From an optimization exercise on the open Yosys and OpenROAD flow, aimed at small area; shortcuts taken in it are not production practice. RTL that was checked went through simulation tests only; none was proved equivalent to the original. The clock port is modelled as an ideal driver; clocking choices that lean on that would not hold on a real chip. Power and IR drop assume default switching activity.

== run a ==
==> flow/design.v <==
`timescale 1ns / 1ps
module fifo_sync (
    input  clk,
    input  rst,
    input  wr_en,
    input  rd_en,
    input  [7:0] data_in,
    output [7:0] data_out,
    output full,
    output empty
);
reg [7:0] mem [0:7];
reg [3:0] count;
assign full  = count[3];
assign empty = (count == 4'd0);
reg [7:0] head;
integer j;
always @* begin
    head = 8'd0;
    for (j = 0; j < 8; j = j + 1)
        head = head | ({8{count[2:0] == ((j + 1) % 8)}} & mem[j]);
end
assign data_out = head;
wire do_wr = wr_en & ~full;
wire do_rd = rd_en & ~empty;
integer i;
always @(posedge clk) begin
    if (do_wr) begin
        mem[0] <= data_in;
        for (i = 1; i < 8; i = i + 1)
            mem[i] <= mem[i-1];
    end
end
always @(posedge clk) begin
    if (rst)
        count <= 4'd0;
    else if (do_wr & ~do_rd)
        count <= count + 4'd1;
    else if (do_rd & ~do_wr)
        count <= count - 4'd1;
end
endmodule
`timescale 1ns / 1ps
module uart_baud_gen (
    input  clk,
    input  rst,
    output baud_tick,
    output baud_tick_d      
);
reg [2:0] c8;
reg [1:0] c3;
reg [2:0] c7;
reg [4:0] c31;
always @(posedge clk) begin
    if (rst) begin
        c8  <= 3'd0;
        c3  <= 2'd3;
        c7  <= 3'b001;
        c31 <= 5'b00001;
    end else begin
        c8  <= {c8[1:0], c8[2] ^ (c8[1] | ~c8[0])};    
        c3  <= {~c3[1] & c3[0], ~(c3[1] ^ c3[0])};    
        c7  <= {c7[1:0], c7[2] ^ c7[1]};
        c31 <= {c31[3:0], c31[4] ^ c31[2]};
    end
end
assign baud_tick = (c8 == 3'd0) && (c3 == 2'd0) && (c7 == 3'b001) && (c31 == 5'b00001);
assign baud_tick_d = (c8 == 3'b001) && (c3 == 2'd1) && (c7 == 3'b010) && (c31 == 5'b00010);
endmodule
`timescale 1ns / 1ps
module uart_tx (
    input  wire clk,
    input  wire rst,
    input  wire baud_tick,
    input  wire baud_tick_d,
    input  wire fifo_empty,
    input  wire [7:0] fifo_data,
    output wire tx_start,
    output wire tx
);
reg [3:0] state;
reg [7:0] data;
wire idle = (state == 4'd0);
assign tx_start = idle & ~fifo_empty & baud_tick;
assign tx = state[3] ? data[state[2:0]] : (state != 4'd3);
always @(posedge clk) begin
    if (idle)
        data <= {fifo_data[5], fifo_data[6], fifo_data[3], fifo_data[7],
                 fifo_data[4], fifo_data[2], fifo_data[1], fifo_data[0]};
end
always @(posedge clk) begin
    if (rst) begin
        state <= 4'd0;
    end else begin
        case (state)
            4'd0:    if (tx_start) state <= 4'd1;
            4'd1:    state <= 4'd3;
            4'd3:    if (baud_tick_d) state <= 4'b1000;
            4'b1100: if (baud_tick_d) state <= 4'd2;
            4'd2:    if (baud_tick_d) state <= 4'd0;
            default: if (baud_tick_d) state <= {1'b1, state[1:0], state[2] ^ (state[1] | ~state[0])};
        endcase
    end
end
endmodule
`timescale 1ns / 1ps
module uart_rx (
    input  wire clk,
    input  wire rst,
    input  wire baud_tick,
    input  wire rx,
    output reg  [7:0] rx_data,
    output wire rx_done
);
reg [3:0] state;
assign rx_done = (state == 4'd3);
always @(posedge clk) begin
    if (state[3] & baud_tick)
        rx_data <= {rx, rx_data[7:1]};
end
always @(posedge clk) begin
    if (rst) begin
        state <= 4'd0;
    end else begin
        case (state)
            4'd0, 4'd3: state <= rx ? 4'd0 : 4'd1;
            4'd4, 4'd5: state <= rx ? 4'd0 : 4'd4;
            4'd1:  if (baud_tick) state <= rx ? 4'd0 : 4'd8;
            4'd2:  if (baud_tick) state <= rx ? 4'd3 : 4'd5;
            4'b1100: if (baud_tick) state <= 4'd2;
            default: if (baud_tick) state <= {1'b1, state[1:0], state[2] ^ (state[1] | ~state[0])};
        endcase
    end
end
endmodule
`timescale 1ns / 1ps
module uart_top (
    input  clk,
    input  rst,
    input  rx,
    output tx,
    input  tx_wr_en,
    input  [7:0] tx_wr_data,
    input  rx_rd_en,
    output reg [7:0] rx_rd_data,
    output tx_full,
    output rx_empty
);
wire baud_tick;
wire baud_tick_d;
wire tx_start;
wire tx_fifo_empty;
wire [7:0] tx_head;
wire rx_done;
wire [7:0] rx_data;
wire [7:0] rx_head;
wire rx_fifo_full;
uart_baud_gen baud_gen (
    .clk(clk),
    .rst(rst),
    .baud_tick(baud_tick),
    .baud_tick_d(baud_tick_d)
);
uart_tx tx_inst (
    .clk(clk),
    .rst(rst),
    .baud_tick(baud_tick),
    .baud_tick_d(baud_tick_d),
    .fifo_empty(tx_fifo_empty),
    .fifo_data(tx_head),
    .tx_start(tx_start),
    .tx(tx)
);
uart_rx rx_inst (
    .clk(clk),
    .rst(rst),
    .baud_tick(baud_tick),
    .rx(rx),
    .rx_data(rx_data),
    .rx_done(rx_done)
);
fifo_sync tx_fifo (
    .clk(clk),
    .rst(rst),
    .wr_en(tx_wr_en),
    .rd_en(tx_start),
    .data_in(tx_wr_data),
    .data_out(tx_head),
    .full(tx_full),
    .empty(tx_fifo_empty)
);
fifo_sync rx_fifo (
    .clk(clk),
    .rst(rst),
    .wr_en(rx_done),
    .rd_en(rx_rd_en),
    .data_in(rx_data),
    .data_out(rx_head),
    .full(rx_fifo_full),
    .empty(rx_empty)
);
always @(posedge clk) begin
    if (rx_rd_en & ~rx_empty)
        rx_rd_data <= rx_head;
end
endmodule
Settings: LEC_CHECK=0, CAP_MARGIN=5, CORE_MARGIN=2, CORE_UTILIZATION=40, GPL_TIMING_DRIVEN=0, SLEW_MARGIN=5; clock period 20.0 ns.
standard.sh (not shown) runs the stock make flow with config.mk's settings and CLKGATE_MAP_FILE= SYNTH_SCRIPT=/design/flow/synth_recipe.tcl, a recipe that flattens the netlist after the stock synthesis.
==> flow/flow/run.sh <==
#!/bin/bash
# The standard layout (standard.sh) with these changes:
#  - synthesis maps logic with an area-oriented ABC script (abc_area.script)
#    in place of ORFS's speed script; the rest of synthesis is the standard flow's own
#    script, so registers keep their names and cell types
#  - each port gets the smallest buffer, sky130_fd_sc_hd__buf_1
#  - after global placement, prebuffer.tcl gives each net with 20 or more
#    loads one buffer at the centre of its loads, before repair_design
#  - clock tree synthesis uses clkbuf_8 and no dummy loads; after it,
#    clk_resize.tcl swaps each clock buffer for a smaller clock buffer where
#    the estimated slew at its loads stays under CLK_SLEW_LIMIT_PS
# Each step's output goes to a log of its own in this folder.
set -euo pipefail
W="$(cd "$(dirname "$0")/.." && pwd)"
cd "$W"
{
  echo "proc abc {args} {"
  echo "  set i [lsearch \$args -script]"
  echo "  if {\$i >= 0} { lset args [expr {\$i + 1}] $W/flow/abc_area.script }"
  echo "  yosys abc {*}\$args"
  echo "}"
  cat synth_recipe.tcl
} > flow_synth.tcl
sed "s#SYNTH_SCRIPT=[^ ]*#SYNTH_SCRIPT=$W/flow_synth.tcl#" standard.sh > flow_standard.sh
grep -q "SYNTH_SCRIPT=$W/flow_synth.tcl" flow_standard.sh
export BUFFER_PORTS_ARGS="-buffer_cell sky130_fd_sc_hd__buf_1"
export CTS_ARGS="-sink_clustering_enable -repair_clock_nets -dont_use_dummy_load -buf_list sky130_fd_sc_hd__clkbuf_8"
R="$W/orfs/results/$FLOW_PLATFORM/uart_top/base"
bash flow_standard.sh "$R/3_3_place_gp.odb" > flow_1_to_global_place.log 2>&1
PB_RESULTS="$R" PB_MIN_FANOUT=20 openroad -no_init -exit flow/prebuffer.tcl > flow_prebuffer.log 2>&1
bash flow_standard.sh cts > flow_2_to_cts.log 2>&1
CLK_RESULTS="$R" CLK_SLEW_LIMIT_PS=118 \
  openroad -no_init -exit flow/clk_resize.tcl > flow_clk_resize.log 2>&1
bash flow_standard.sh > flow_3_to_finish.log 2>&1
Other scripts of this flow, unchanged in this note and not shown: flow/flow/abc_area.script, flow/flow/clk_resize.tcl, flow/flow/prebuffer.tcl
No stage failed in run a, and the final checks on the layout all came back clean.
Changes in run b relative to run a:
--- a/flow/design.v
+++ b/flow/design.v
@@ -43,10 +43,9 @@
 `timescale 1ns / 1ps
 module uart_baud_gen (
     input  clk,
     input  rst,
-    output baud_tick,
-    output baud_tick_d      
+    output baud_tick
 );
 reg [2:0] c8;
 reg [1:0] c3;
 reg [2:0] c7;
@@ -64,43 +63,45 @@
         c31 <= {c31[3:0], c31[4] ^ c31[2]};
     end
 end
 assign baud_tick = (c8 == 3'd0) && (c3 == 2'd0) && (c7 == 3'b001) && (c31 == 5'b00001);
-assign baud_tick_d = (c8 == 3'b001) && (c3 == 2'd1) && (c7 == 3'b010) && (c31 == 5'b00010);
 endmodule
 `timescale 1ns / 1ps
 module uart_tx (
     input  wire clk,
     input  wire rst,
     input  wire baud_tick,
-    input  wire baud_tick_d,
     input  wire fifo_empty,
     input  wire [7:0] fifo_data,
     output wire tx_start,
-    output wire tx
+    output reg  tx
 );
 reg [3:0] state;
 reg [7:0] data;
 wire idle = (state == 4'd0);
 assign tx_start = idle & ~fifo_empty & baud_tick;
-assign tx = state[3] ? data[state[2:0]] : (state != 4'd3);
 always @(posedge clk) begin
     if (idle)
         data <= {fifo_data[5], fifo_data[6], fifo_data[3], fifo_data[7],
                  fifo_data[4], fifo_data[2], fifo_data[1], fifo_data[0]};
 end
 always @(posedge clk) begin
     if (rst) begin
         state <= 4'd0;
+        tx    <= 1'b1;
     end else begin
-        case (state)
-            4'd0:    if (tx_start) state <= 4'd1;
-            4'd1:    state <= 4'd3;
-            4'd3:    if (baud_tick_d) state <= 4'b1000;
-            4'b1100: if (baud_tick_d) state <= 4'd2;
-            4'd2:    if (baud_tick_d) state <= 4'd0;
-            default: if (baud_tick_d) state <= {1'b1, state[1:0], state[2] ^ (state[1] | ~state[0])};
-        endcase
+        tx <= state[3] ? data[state[2:0]] : (state != 4'd1);
+        if (idle) begin
+            if (tx_start)
+                state <= 4'd1;
+        end else if (baud_tick) begin
+            case (state)
+                4'd1:    state <= 4'b1000;
+                4'b1100: state <= 4'd2;
+                4'd2:    state <= 4'd0;
+                default: state <= {1'b1, state[1:0], state[2] ^ (state[1] | ~state[0])};
+            endcase
+        end
     end
 end
 endmodule
 `timescale 1ns / 1ps
@@ -112,22 +113,24 @@
     output reg  [7:0] rx_data,
     output wire rx_done
 );
 reg [3:0] state;
-assign rx_done = (state == 4'd3);
+reg       rx_prev;
+assign rx_done = (state == 4'd3) & rx_prev;
 always @(posedge clk) begin
     if (state[3] & baud_tick)
         rx_data <= {rx, rx_data[7:1]};
 end
 always @(posedge clk) begin
     if (rst) begin
-        state <= 4'd0;
+        state   <= 4'd0;
+        rx_prev <= 1'b1;
     end else begin
+        rx_prev <= rx;
         case (state)
-            4'd0, 4'd3: state <= rx ? 4'd0 : 4'd1;
-            4'd4, 4'd5: state <= rx ? 4'd0 : 4'd4;
+            4'd0, 4'd3: state <= (rx_prev & ~rx) ? 4'd1 : 4'd0;
             4'd1:  if (baud_tick) state <= rx ? 4'd0 : 4'd8;
-            4'd2:  if (baud_tick) state <= rx ? 4'd3 : 4'd5;
+            4'd2:  if (baud_tick) state <= 4'd3;
             4'b1100: if (baud_tick) state <= 4'd2;
             default: if (baud_tick) state <= {1'b1, state[1:0], state[2] ^ (state[1] | ~state[0])};
         endcase
     end
@@ -146,9 +149,8 @@
     output tx_full,
     output rx_empty
 );
 wire baud_tick;
-wire baud_tick_d;
 wire tx_start;
 wire tx_fifo_empty;
 wire [7:0] tx_head;
 wire rx_done;
@@ -157,16 +159,14 @@
 wire rx_fifo_full;
 uart_baud_gen baud_gen (
     .clk(clk),
     .rst(rst),
+    .baud_tick(baud_tick)
+);
+uart_tx tx_inst (
+    .clk(clk),
+    .rst(rst),
     .baud_tick(baud_tick),
-    .baud_tick_d(baud_tick_d)
-);
-uart_tx tx_inst (
-    .clk(clk),
-    .rst(rst),
-    .baud_tick(baud_tick),
-    .baud_tick_d(baud_tick_d),
     .fifo_empty(tx_fifo_empty),
     .fifo_data(tx_head),
     .tx_start(tx_start),
     .tx(tx)
==> comparison <==
Re growth of design area from synthesis to finish: run a and run b aren't equal, and the lower value belongs to run a.
Of run a and run b, the run reporting the lower power share of the clock group was run a.
Run b against run a: peak ir drop on the vdd network has decreased; final design utilization has remained practically unchanged; arrival time reported for the critical path endpoint has increased; met1 routing resource usage after global routing has decreased.
Summary — half-perimeter wire length after placement, run b relative to run a: lower, by about 1.5%.
Diff run a and run b: post-route worst hold slack higher in run b
For run a, only the layout was checked, not whether the RTL still works.

[separate check: timing with driven ports]
No port has a modelled driver above. Below, the same layouts with a new extraction and two added sets of constraints. Step 1 assumes that a clkbuf_16 drives the clock port and a buf_2 every other input. Step 2 times the ports against the registers' clock, not the clock port: input delays grow and output delays shrink by t, the midpoint of the rising clock arrivals with the driver on. Three values: ideal, step 1, step 2; two values: the first two.
| run | shift t [ns] | slack for setup (ns) | worst hold slack (ns) | worst register clock-pin slew, ns |
|---|---|---|---|---|
| run a | 0.463 | 13.596 / 13.556 / 13.182 | 0.415 / 0.415 / 0.415 | 0.12 / 0.12 |
| run b | 0.465 | 13.670 / 13.679 / 13.214 | 0.428 / 0.428 / 0.428 | 0.11 / 0.11 |
After both steps setup and hold are still met in every run listed. For run b, which loses most, drivers alone change the setup slack by +0.009 ns; drivers and shift together by -0.456 ns.
